This design comes from an exercise in tuning for small area, a short achievable clock period and few clock cycles on the open sky130 flow, not from production work. Only simulation tests tie the RTL to the original design; equivalence was not proved. Power figures rest on the tool's default switching activity, not on a simulated workload.

[design/flow/design.v]
`timescale 1ns / 1ps
module IR(
	input[15:0] instr, 
	output[7:0] sub_instr,
	output[3:0] DR,
	output[3:0] SA,
	output[3:0] SB
   );
	assign sub_instr = instr[15:8];
	assign DR = instr[11:8];
	assign SA = instr[7:4];
	assign SB = instr[3:0];
endmodule
`timescale 1ns / 1ps
module Mux_8_4(
	input sel,
	input[3:0] D_in0, D_in1,
	output reg[3:0] D_out
	);
	always @ (sel, D_in0, D_in1) begin
		case(sel)
			1'b0:
				D_out <= D_in0;			
			1'b1:
				D_out <= D_in1;			
			default:
				D_out <= D_in0;
		endcase		
	end
endmodule
`timescale 1ns / 1ps
module Mux_32_16(
	input sel,
	input[15:0] D_in0, D_in1,
	output reg[15:0] D_out
	);
	always @ (sel, D_in0, D_in1) begin
		case(sel)
			1'b0:
				D_out <= D_in0;			
			1'b1:
				D_out <= D_in1;			
			default:
				D_out <= D_in0;
		endcase		
	end
endmodule
`timescale 1ns / 1ps
module Mux_48_16(
	input[1:0] sel,
	input[15:0] D_in0, D_in1, D_in2,
	output reg[15:0] D_out
	);
	always @ (sel, D_in0, D_in1, D_in2) begin
		case(sel)
			2'b00:
				D_out <= D_in0;			
			2'b01:
				D_out <= D_in1;			
			2'b10:
				D_out <= D_in2;
			default:
				D_out <= D_in0;
		endcase		
	end
endmodule
`timescale 1ns / 1ps
module ALU(
	input[15:0] A, B,
	input[3:0] sel,
	output reg V, C, N, Z,
	output reg[15:0] res
   );
	always @(*) begin
		C = 0;
		V = 0;
		case(sel)
			4'b0000: begin
				res = A + B;
				if (~(A[15] ^ B[15]) & (res[15] ^ A[15]))
					C = 1;
				else
					C = 0;
			end
			4'b0001: begin
				res = A - B;
				if (~(A[15] ^ B[15]) & (res[15] ^ A[15]))  
					V = 1;  
				else
					V = 0;
			end
			4'b0010:
				res = A & B;
			4'b0011:
				res = A | B;
			4'b0100:
				res = A ^ B;
			4'b0101:
				res = ~A;
			4'b0110:
				res = A << 1;
			4'b0111:
				res = A >> 1;
			default:
				res = A;
		endcase
		if (res == 0)
			Z = 1;
		else
			Z = 0;
		if (res[15] == 1)
			N = 1;
		else
			N = 0;
	end
endmodule
`timescale 1ns / 1ps
module Reg_File( 
    input clk, reset,
    input RW,
    input [3:0] AA, BA, DA,
	 input [15:0] D,
    output [15:0] A,
    output [15:0] B
    );
	integer i;
	reg[15:0] file[15:0];
	always @ (posedge clk) begin
	   if (reset) begin
        for (i = 0; i < 16; i = i + 1)
            file[i] <= 0;
		end
		else begin
			if (RW)
				file[DA] <= D;
			else
				file[DA] <= file[DA];
		end
	end
	assign A = file[AA];
	assign B = file[BA];
endmodule
`timescale 1ns / 1ps
module PC(
	input clk, reset,
	input[1:0] PS,
	input[15:0] bus_A,
	input[5:0] extend,
	output reg[5:0] out
	);
	always @ (posedge clk) begin
		if (reset)
			out = 6'b0;
		else begin
			case(PS)
				2'b00:
					out = out;
				2'b01:
					out = out + 1'b1;
				2'b10:
					out = out + extend;
				2'b11:
					out = bus_A[5:0];
				default:
					out = out;
			endcase
		end
	end
endmodule
`timescale 1ns / 1ps
module Control_Logic(
	input state,
	input[7:0] instr,
	input V, C, N, Z,  
	output reg NS, MW, RW, MD, ROM_enable, ASEL, enable_ram_read,
	output reg[1:0] PS, MB,
	output [3:0] FS
   );
	assign FS = instr[7:4];
	always @ (*) begin
		case (instr[7:4])
			4'b0000: begin
				NS <= 0;
				MW <= 0;
				RW <= 1;
				MD <= 0;
				PS <= 2'b01;
				MB <= 2'b00;
				ROM_enable <= 1;
				ASEL <= 0;
				enable_ram_read <= 0;
			end
			4'b0001: begin
				NS <= 0;
				MW <= 0;
				RW <= 1;
				MD <= 0;
				PS <= 2'b01;
				MB <= 2'b00;
				ROM_enable <= 1;
				ASEL <= 0;
				enable_ram_read <= 0;
			end
			4'b0010: begin
				NS <= 0;
				MW <= 0;
				RW <= 1;
				MD <= 0;
				PS <= 2'b01;
				MB <= 2'b00;
				ROM_enable <= 1;
				ASEL <= 0;
				enable_ram_read <= 0;
			end
			4'b0011: begin
				NS <= 0;
				MW <= 0;
				RW <= 1;
				MD <= 0;
				PS <= 2'b01;
				MB <= 2'b00;
				ROM_enable <= 1;
				ASEL <= 0;
				enable_ram_read <= 0;
			end
			4'b0100: begin
				NS <= 0;
				MW <= 0;
				RW <= 1;
				MD <= 0;
				PS <= 2'b01;
				MB <= 2'b00;
				ROM_enable <= 1;
				ASEL <= 0;
				enable_ram_read <= 0;
			end
			4'b0101: begin
				NS <= 0;
				MW <= 0;
				RW <= 1;
				MD <= 0;
				PS <= 2'b01;
				MB <= 2'b00;
				ROM_enable <= 1;
				ASEL <= 0;
				enable_ram_read <= 0;
			end
			4'b0110: begin
				NS <= 0;
				MW <= 0;
				RW <= 1;
				MD <= 0;
				PS <= 2'b01;
				MB <= 2'b00;
				ROM_enable <= 1;
				ASEL <= 0;
				enable_ram_read <= 0;
			end
			4'b0111: begin
				NS <= 0;
				MW <= 0;
				RW <= 1;
				MD <= 0;
				PS <= 2'b01;
				MB <= 2'b00;
				ROM_enable <= 1;
				ASEL <= 0;
				enable_ram_read <= 0;
			end
			4'b1000: begin
				NS <= 0;
				MW <= 0;
				RW <= 1;
				MD <= 0;
				PS <= 2'b01;
				MB <= 2'b01;
				ROM_enable <= 1;
				ASEL <= 0;
				enable_ram_read <= 0;
			end
			4'b1001: begin
				NS <= 0;
				MW <= 0;
				RW <= 1;
				MD <= 1;
				PS <= 2'b01;
				MB <= 2'b00;
				ROM_enable <= 1;
				ASEL <= 0;
				enable_ram_read <= 0;
			end
			4'b1010: begin
				NS <= 0;
				MW <= 1;
				RW <= 0;
				MD <= 1'b0;
				PS <= 2'b01;
				MB <= 2'b00;
				ROM_enable <= 1;
				ASEL <= 0;
				enable_ram_read <= 0;
			end
			4'b1011: begin
				if (state == 0) begin
					NS <= 1;
					MW <= 0;
					RW <= 0;
					MD <= 1'b0;
					if (Z)
						PS <= 2'b10;
					else
						PS <= 2'b00;
					MB <= 2'b00;
					ROM_enable <= 0;
					ASEL <= 1;
					enable_ram_read <= 0;
				end
				else begin
					NS <= 0;
					MW <= 0;
					RW <= 0;
					MD <= 1'b0;
					PS <= 2'b01;
					MB <= 2'b00;
					ROM_enable <= 1;
					ASEL <= 0;
					enable_ram_read <= 0;
				end
			end
			4'b1100: begin
				if (state == 0) begin
					NS <= 1;
					MW <= 0;
					RW <= 0;
					MD <= 1'b0;
					if (Z)
						PS <= 2'b00;
					else
						PS <= 2'b10;
					MB <= 2'b00;
					ROM_enable <= 0;
					ASEL <= 1;
					enable_ram_read <= 0;
				end
				else begin
					NS <= 0;
					MW <= 0;
					RW <= 0;
					MD <= 1'b0;
					PS <= 2'b01;
					MB <= 2'b00;
					ROM_enable <= 1;
					ASEL <= 0;
					enable_ram_read <= 0;
				end
			end
			4'b1101: begin
				if (state == 0) begin
					NS <= 1;
					MW <= 0;
					RW <= 1;
					MD <= 1'b0;
					PS <= 2'b10;
					MB <= 2'b10;
					ROM_enable <= 0;
					ASEL <= 0;
					enable_ram_read <= 0;
				end
				else begin
					NS <= 0;
					MW <= 0;
					RW <= 0;
					MD <= 1'b0;
					PS <= 2'b01;
					MB <= 2'b00;
					ROM_enable <= 1;
					ASEL <= 0;
					enable_ram_read <= 0;
				end
			end
			4'b1110: begin
				if (state == 0) begin
					NS <= 1;
					MW <= 0;
					RW <= 0;
					MD <= 1'b0;
					PS <= 2'b10;
					MB <= 2'b00;
					ROM_enable <= 0;
					ASEL <= 0;
					enable_ram_read <= 0;
				end
				else begin
					NS <= 0;
					MW <= 0;
					RW <= 0;
					MD <= 1'b0;
					PS <= 2'b01;
					MB <= 2'b00;
					ROM_enable <= 1;
					ASEL <= 0;
					enable_ram_read <= 0;
				end
			end
			4'b1111: begin  
				if (instr[3:0] == 0) begin
					if (state == 0) begin
						NS <= 1;
						MW <= 0;
						RW <= 0;
						MD <= 1'b0;
						PS <= 2'b11;
						MB <= 2'b00;
						ROM_enable <= 0;
						ASEL <= 0;
						enable_ram_read <= 0;
					end
					else begin
						NS <= 0;
						MW <= 0;
						RW <= 0;
						MD <= 1'b0;
						PS <= 2'b01;
						MB <= 2'b00;
						ROM_enable <= 1;
						ASEL <= 0;
						enable_ram_read <= 0;
					end
				end
				else begin
					NS <= 0;
					MW <= 0;
					RW <= 0;
					MD <= 1'b0;
					PS <= 2'b00;
					MB <= 2'b00;
					ROM_enable <= 0;
					ASEL <= 0;
					enable_ram_read <= 1;
				end
			end
			default: begin
				NS <= 0;
				MW <= 0;
				RW <= 0;
				MD <= 0;
				PS <= 2'b00;
				MB <= 2'b00;
				ROM_enable <= 0;
				ASEL <= 0;
				enable_ram_read <= 0;
			end
		endcase
	end
endmodule
`timescale 1ns / 1ps
module Controller(
	input clk, V, C, N , Z, reset,
	input[15:0] bus_A, ROM_data,
	output MD, RW, MW, ROM_enable, ASEL, enable_ram_read,
	output[1:0] MB,
	output[3:0] FS, DR, SA, SB,
	output[5:0] PC,
	output[15:0] imdt
   );
	wire[1:0] PS_wire;
	wire[7:0] sub_instr_wire;
	wire[3:0] SA_wire, SB_wire;
	wire[5:0] SA_SB_wire;
	wire state_reg_wire_in;
	wire state_reg_wire_out;
	assign SA_SB_wire[3:0] = SB_wire;
	assign SA_SB_wire[5:4] = SA_wire[1:0];
	assign imdt[15:8] = 8'b0;
	assign imdt[7:4] = SA_wire;
	assign imdt[3:0] = SB_wire;
	assign SA = SA_wire;
	assign SB = SB_wire;
	PC PC0(.clk (clk), .reset (reset), .PS (PS_wire), .bus_A (bus_A), .extend (SA_SB_wire), .out (PC));
	IR IR0(.instr (ROM_data), .sub_instr (sub_instr_wire), .DR (DR), .SA (SA_wire), .SB (SB_wire));
	Control_Logic Control_Logic0(.state (state_reg_wire_out), .instr (sub_instr_wire), .V (V), .C (C),
	.N (N), .Z (Z), .NS (state_reg_wire_in), .MW (MW), .RW (RW), .MD (MD), .PS (PS_wire), .MB (MB),
	.FS (FS), .ROM_enable (ROM_enable), .ASEL (ASEL), .enable_ram_read (enable_ram_read));
	reg state_reg;
	assign state_reg_wire_out = state_reg;
	always @ (posedge clk) begin
		if (reset)
			state_reg <= 1'b0;
		else
			state_reg <= state_reg_wire_in;
	end
endmodule
`timescale 1ns / 1ps
module Datapath(
	input clk, MD, RW, reset, ASEL,
	input[1:0] MB,
	input[3:0] FS, SA, DR, BA,
	input[5:0] PC,
	input[15:0] imdt, RAM_data_out,
	output V, C, N, Z,
	output[15:0] A_out, B_out
	);
	wire[3:0] AA_wire;
	wire[15:0] bus_A, bus_B, F_out, Mux_D_Mux_B_wire, File_D_in_wire, PC_zeroed;
	assign A_out = bus_A;
	assign B_out = bus_B;
	assign PC_zeroed[15:6] = 10'b0;
	assign PC_zeroed[5:0] = PC;
	ALU ALU0 (.A (bus_A), .B (bus_B), .sel (FS), .V (V), .C (C), .N (N), .Z (Z), .res (F_out));
	Reg_File Reg_File0 (.clk (clk), .reset (reset), .RW (RW), .AA (AA_wire), .BA (BA), .DA (DR), .D (File_D_in_wire), .A (bus_A), .B (bus_B));
	Mux_8_4 Mux_A (.sel (ASEL), .D_in0 (SA), .D_in1 (DR), .D_out (AA_wire));
	Mux_32_16 Mux_D (.sel (MD), .D_in0 (F_out), .D_in1 (RAM_data_out), .D_out (Mux_D_Mux_B_wire));
	Mux_48_16 Mux_B (.sel (MB), .D_in0 (Mux_D_Mux_B_wire), .D_in1 (imdt), .D_in2 (PC_zeroed), .D_out (File_D_in_wire));
endmodule
`timescale 1ns / 1ps
module CPU_16_Bit_RISC(
    input clk, reset,  
	 input[15:0] data_from_rom,  
	 output enable_to_rom, write_enable_to_ram, read_enable_to_ram, enable_ram_read, 
	 output[5:0] address_to_rom, address_to_ram,
	 output[15:0] data_ram_out,
	 input[15:0] data_ram_in,
	 input btn_press	
	 );
	wire V, C, N, Z , MD, RW, MW, ASEL;
	wire[1:0] MB;
	wire[3:0] FS, DR, SA, SB;
	wire[5:0] PC_out;
	wire[15:0] bus_A, ROM_data, imdt;
	Controller Controller0(.clk (clk), .V (V), .C (C), .N (N), .Z (Z), .bus_A (bus_A), 
	.ROM_data (data_from_rom), .MD (MD), .RW (RW), .MW (MW), .MB (MB), .FS (FS), .DR (DR), .SA (SA),
	.SB (SB), .reset (reset), .PC (PC_out), .imdt (imdt), .ROM_enable (enable_to_rom), .ASEL (ASEL), .enable_ram_read(enable_ram_read));
	Datapath Datapath0 (.clk (clk), .reset (reset), .MD (MD), .MB (MB), .RW (RW), .FS (FS), .SA (SA), .DR (DR), .BA (SB), 
	.PC (PC_out), .imdt (imdt), .RAM_data_out (data_ram_in), .V (V), .C (C), .N (N), .Z (Z),
	.A_out (bus_A), .B_out (data_ram_out), .ASEL (ASEL));
	assign write_enable_to_ram = MW;
	assign read_enable_to_ram = ~MW;
	assign address_to_rom = PC_out;
	assign address_to_ram = bus_A[5:0];
endmodule
[design/flow/run.sh]
#!/bin/bash
# synth_recipe.tcl (not shown) runs the flow's synth.tcl, then flattens the netlist and writes it again
# the make line also repeats each setting of config.mk as NAME=value (left out here)
make -C /OpenROAD-flow-scripts/flow DESIGN_CONFIG=/design/flow/config.mk WORK_HOME=/design/flow/orfs CLKGATE_MAP_FILE= SYNTH_SCRIPT=/design/flow/synth_recipe.tcl finish
[design/flow/config.mk]
export PLATFORM = sky130hd
export DESIGN_NAME = CPU_16_Bit_RISC
export DESIGN_NICKNAME = CPU_16_Bit_RISC
export VERILOG_FILES = /design/flow/design.v
export SDC_FILE = /design/flow/constraint.sdc
export NUM_CORES = 4
export LEC_CHECK = 0
export CAP_MARGIN = 20
export CORE_MARGIN = 2
export CORE_UTILIZATION = 40
export SLEW_MARGIN = 20
[design/flow/constraint.sdc]
create_clock -name core_clock -period 10.0 [get_ports {clk}]
set_input_delay 2.0000 -clock core_clock [delete_from_list [all_inputs] [get_ports {clk}]]
set_output_delay 2.0000 -clock core_clock [all_outputs]
set_load 0.01 [all_outputs]
==> flow_metrics.py <==
metrics = {
    "routing": {
        "wl_um": 69500,
        "wire_per_inst_um": 28.0,
        "drc_errors": 0,
        "first_pass_iters": 6,
        "num_vias": 15720,
        "antenna_left": 0,
        "viasPerCell": 6.33,
        "drtIter0Drc": 2213,
    },
    "hold_path": {
        "min_path_type": "reg -> reg",
        "hp-start": "Controller0.PC0.out[1]",
        "min_path_cells": 2,
    },
    "synth": {
        "synth_fa_ha_area_frac": 0.0411,
        "synth-compound-area-share": 0.157,
        "syn_nets": 1733,
        "synth_top_cells_by_area": "edfxtp_1, mux4_2, nor2_1",
        "yosysSeqAreaShare": 0.443,
        "ys_ff_latch": 263,
        "ys_async_sr_fraction": 0,
        "synthMuxAreaShare": 0.149,
        "synth-main-ff-cell": "edfxtp_1",
        "synth_top_family_by_area": "compound AO/OA/AOI/OAI gates",
        "yosys_warnings": 8,
        "syn_inst": 1642,
        "ys_types": 100,
        "netlist_area_um2": 17700,
        "synth_edf_count": 256,
        "synthSimpleGateAreaFrac": 0.149,
        "syn_area_per_cell_um2": 10.8,
        "yosysTopAreaCell": "edfxtp_1",
        "yosys.area_share.xor_xnor": 0.0144,
        "synth.top_cell.area_share": 0.435,
    },
    "final_layout": {
        "multi_input_area_um2": 9070,
        "nFillCells": 4016,
        "stdcell_count": 2485,
        "nNetsFinal": 1964,
        "syn_to_final_growth_pct": 21.8,
        "largest_register_ffs": 256,
        "final_core_util": 0.490,
        "fin_area_um2": 21500,
        "final-seq-area_um2": 7830,
        "layout-drive-gt1-share": 0.235,
    },
    "clock_network": {
        "cts_max_path_buffers": 3,
        "cts_tree": "built",
        "htreeDepth": 1,
        "root_buffer": "clkbuf_16",
        "numCtsBuffers": 29,
        "holdBufCountCts": 0,
        "insertion_delay_ns": 0.59,
        "clock_sinks": 263,
        "clkTransAtPathRegs_ns": 0.06,
    },
    "power_and_ir_drop": {
        "pwr_density_cell_nw_per_um2": 159,
        "leakage_uw": 0.00819,
        "finalPower_uw": 3430,
        "peakVddDrop_mv": 0.161,
    },
    "placement": {
        "gp_congestion": 0.941,
        "place_inst": 2433,
        "io_buffers": 65,
        "post_dp_cell_area_um2": 20600,
        "dp_hpwl_um": 48400,
    },
    "global_routing": {
        "grt.overflow.total": 0,
        "first_global_vias": 15608,
        "grt_pass1_wl_um": 102000,
        "grt_max_degree": 33,
        "grt_antenna_before_repair": 1,
        "grt_util_all_layers": 0.300,
    },
    "timing": {
        "tns_ns": 0,
        "worst_pin_slew_ns": 1.01,
        "hold_violations": 0,
        "slew_headroom": 0.322,
        "slew_viol_final": 0,
        "timing.final.crit_share": 0.965,
        "fmax_ghz": 0.104,
        "rsz0062_at_grt": "no",
        "final-setup-viol-count": 0,
        "fin_skew_ns": 0.0110,
        "min_period_ns": 9.65,
    },
    "outcome": {
        "status": "no timing/DRC/antenna violations",
    },
    "floorplanning": {
        "coreArea_um2": 43900,
        "io_pins": 67,
        "die-area_um2": 45900,
        "start_util": 0.402,
        "die-width_um": 214,
        "row_count": 77,
        "fp.dieH_um": 214,
    },
    "flow_run": {
        "cap_violations": 0,
    },
    "critical_path": {
        "cp_max_fo": 15,
        "crit_required_ns": 10.48,
        "worstPathArrival_ns": 10.13,
        "cp-end-kind": "flop",
        "critical_path_class": "in -> reg",
        "cp-startpoint": "data_from_rom[15]",
        "r2r_start": "Controller0.state_reg",
        "path_common_cell": "buf_4",
        "startpoint_type": "primary input",
        "worst_path_max_delay_cell": "clkdlybuf4s50_1",
        "r2r_cells": 37,
        "max_stage_delay_ns": 0.47,
    },
}
==> metal layers <==
layer  share of wire  global-route usage
met5               0                   0
met3            0.11              0.0521
met4           0.056               0.150
met1            0.37               0.385
met2            0.46               0.490
==> area by class of cell <==
class	instances	area share
clock buffer	34	0.0346
timing repair buffer	331	0.128
clock inverter	16	0.00878
inverter	51	0.00889
sequential	263	0.364
multi-input combinational	1197	0.422
antenna	1	0.000116
tap	592	0.0344
==> worst max-delay path, delay by kind of cell <==
kind	cells	cell delay (ns)
adders and majority gates	2	0.51
xor gates and xnor gates	1	0.16
and+or+nand+nor	13	2.57
buffers and inverters	7	1.72
AOI/OAI and AO/OA	15	3.13
==> cell families after synthesis <==
kind of cell | after synthesis
AO/OA/AOI/OAI | 363
XOR/XNOR | 29
multiplexers | 164
flip-flops | 263
buffers and inverters | 182
adder cells (fa/ha/maj) | 57
AND/OR/NAND/NOR | 584
==> synth_stat cells (33+ instances only) <==
library cell,n
nand2b_1,33
mux2i_1,71
mux4_2,76
a21oi_1,44
inv_1,49
nor2_1,311
edfxtp_1,256
nand2_1,117
ha_1,54
clkbuf_1,80
o21ai_0,36
==> cells in the final DEF (no fill, tap or decap), drive strengths merged, types with 21 or more instances in the layout <==
| cell type | n |
|---|---|
| a22oi | 29 |
| xnor2 | 25 |
| mux4 | 76 |
| a31oi | 21 |
| nand2b | 34 |
| nor3 | 21 |
| clkbuf | 35 |
| a21oi | 45 |
| o31ai | 25 |
| mux2i | 73 |
| ha | 54 |
| clkdlybuf4s50 | 63 |
| a211o | 22 |
| nand3 | 22 |
| o22ai | 27 |
| o211ai | 30 |
| o21ai | 40 |
| inv | 50 |
| edfxtp | 256 |
| nand2 | 117 |
| nor2 | 311 |
| buf | 267 |
==> final timing paths <==
kind / to / slack (ns)
max: Controller0.PC0.out[5] / 0.35
min: Controller0.PC0.out[1] / 0.57
max reg2reg: Controller0.PC0.out[5] / 1.78
min reg2reg: Controller0.PC0.out[1] / 0.57
==> where the power goes <==
part,switching [uW],internal [uW]
sequential,31.2,1260
clock,457,632
combinational,604,448
total,1090,2340
==> per-stage QoR <==
stage | hold slack [ns] | worst slack (ns)
after global placement | 0.567 | -0.274
after global routing | 0.596 | 0.00278
after floorplan | 0.524 | 0.493
after CTS | 0.576 | 0.297
final | 0.573 | 0.350
after detailed placement | 0.565 | -0.279
==> repair_timing <==
action | CTS | global route
endpoints found under the setup margin | 0 | 1
gates resized for setup | 0 | 4
buffers inserted | 0 | 0
hold endpoints to repair | 0 | 0
Testbench counts, summed over its fixed seeds: cycles 46,323.

==> afterwards: timing with drivers on the ports <==
In the flow no input, the clock included, has a driving cell. The finished layout below was timed again as built, in two steps.
Step 1 (the two cells are an assumption about what drives the block):
set clk [get_ports {clk}]
set_driving_cell -lib_cell sky130_fd_sc_hd__clkbuf_16 $clk
set_driving_cell -lib_cell sky130_fd_sc_hd__buf_2 [delete_from_list [all_inputs] $clk]
Step 2, shift: input delay + t, output delay - t, t = (earliest + latest rising clock arrival at the registers) / 2. This alone moves slack from input paths to output paths.
Three values: ideal, step 1, step 2; two values: the first two.
t (ns): 0.641
setup slack, ns: 0.350 / 0.382 / -0.259
worst register clock-pin slew, ns: 0.06 / 0.06
Met with ideal ports but missed after step 2: setup timing in this run. For this run, drivers alone change the setup slack by +0.032 ns; drivers and shift together by -0.609 ns.
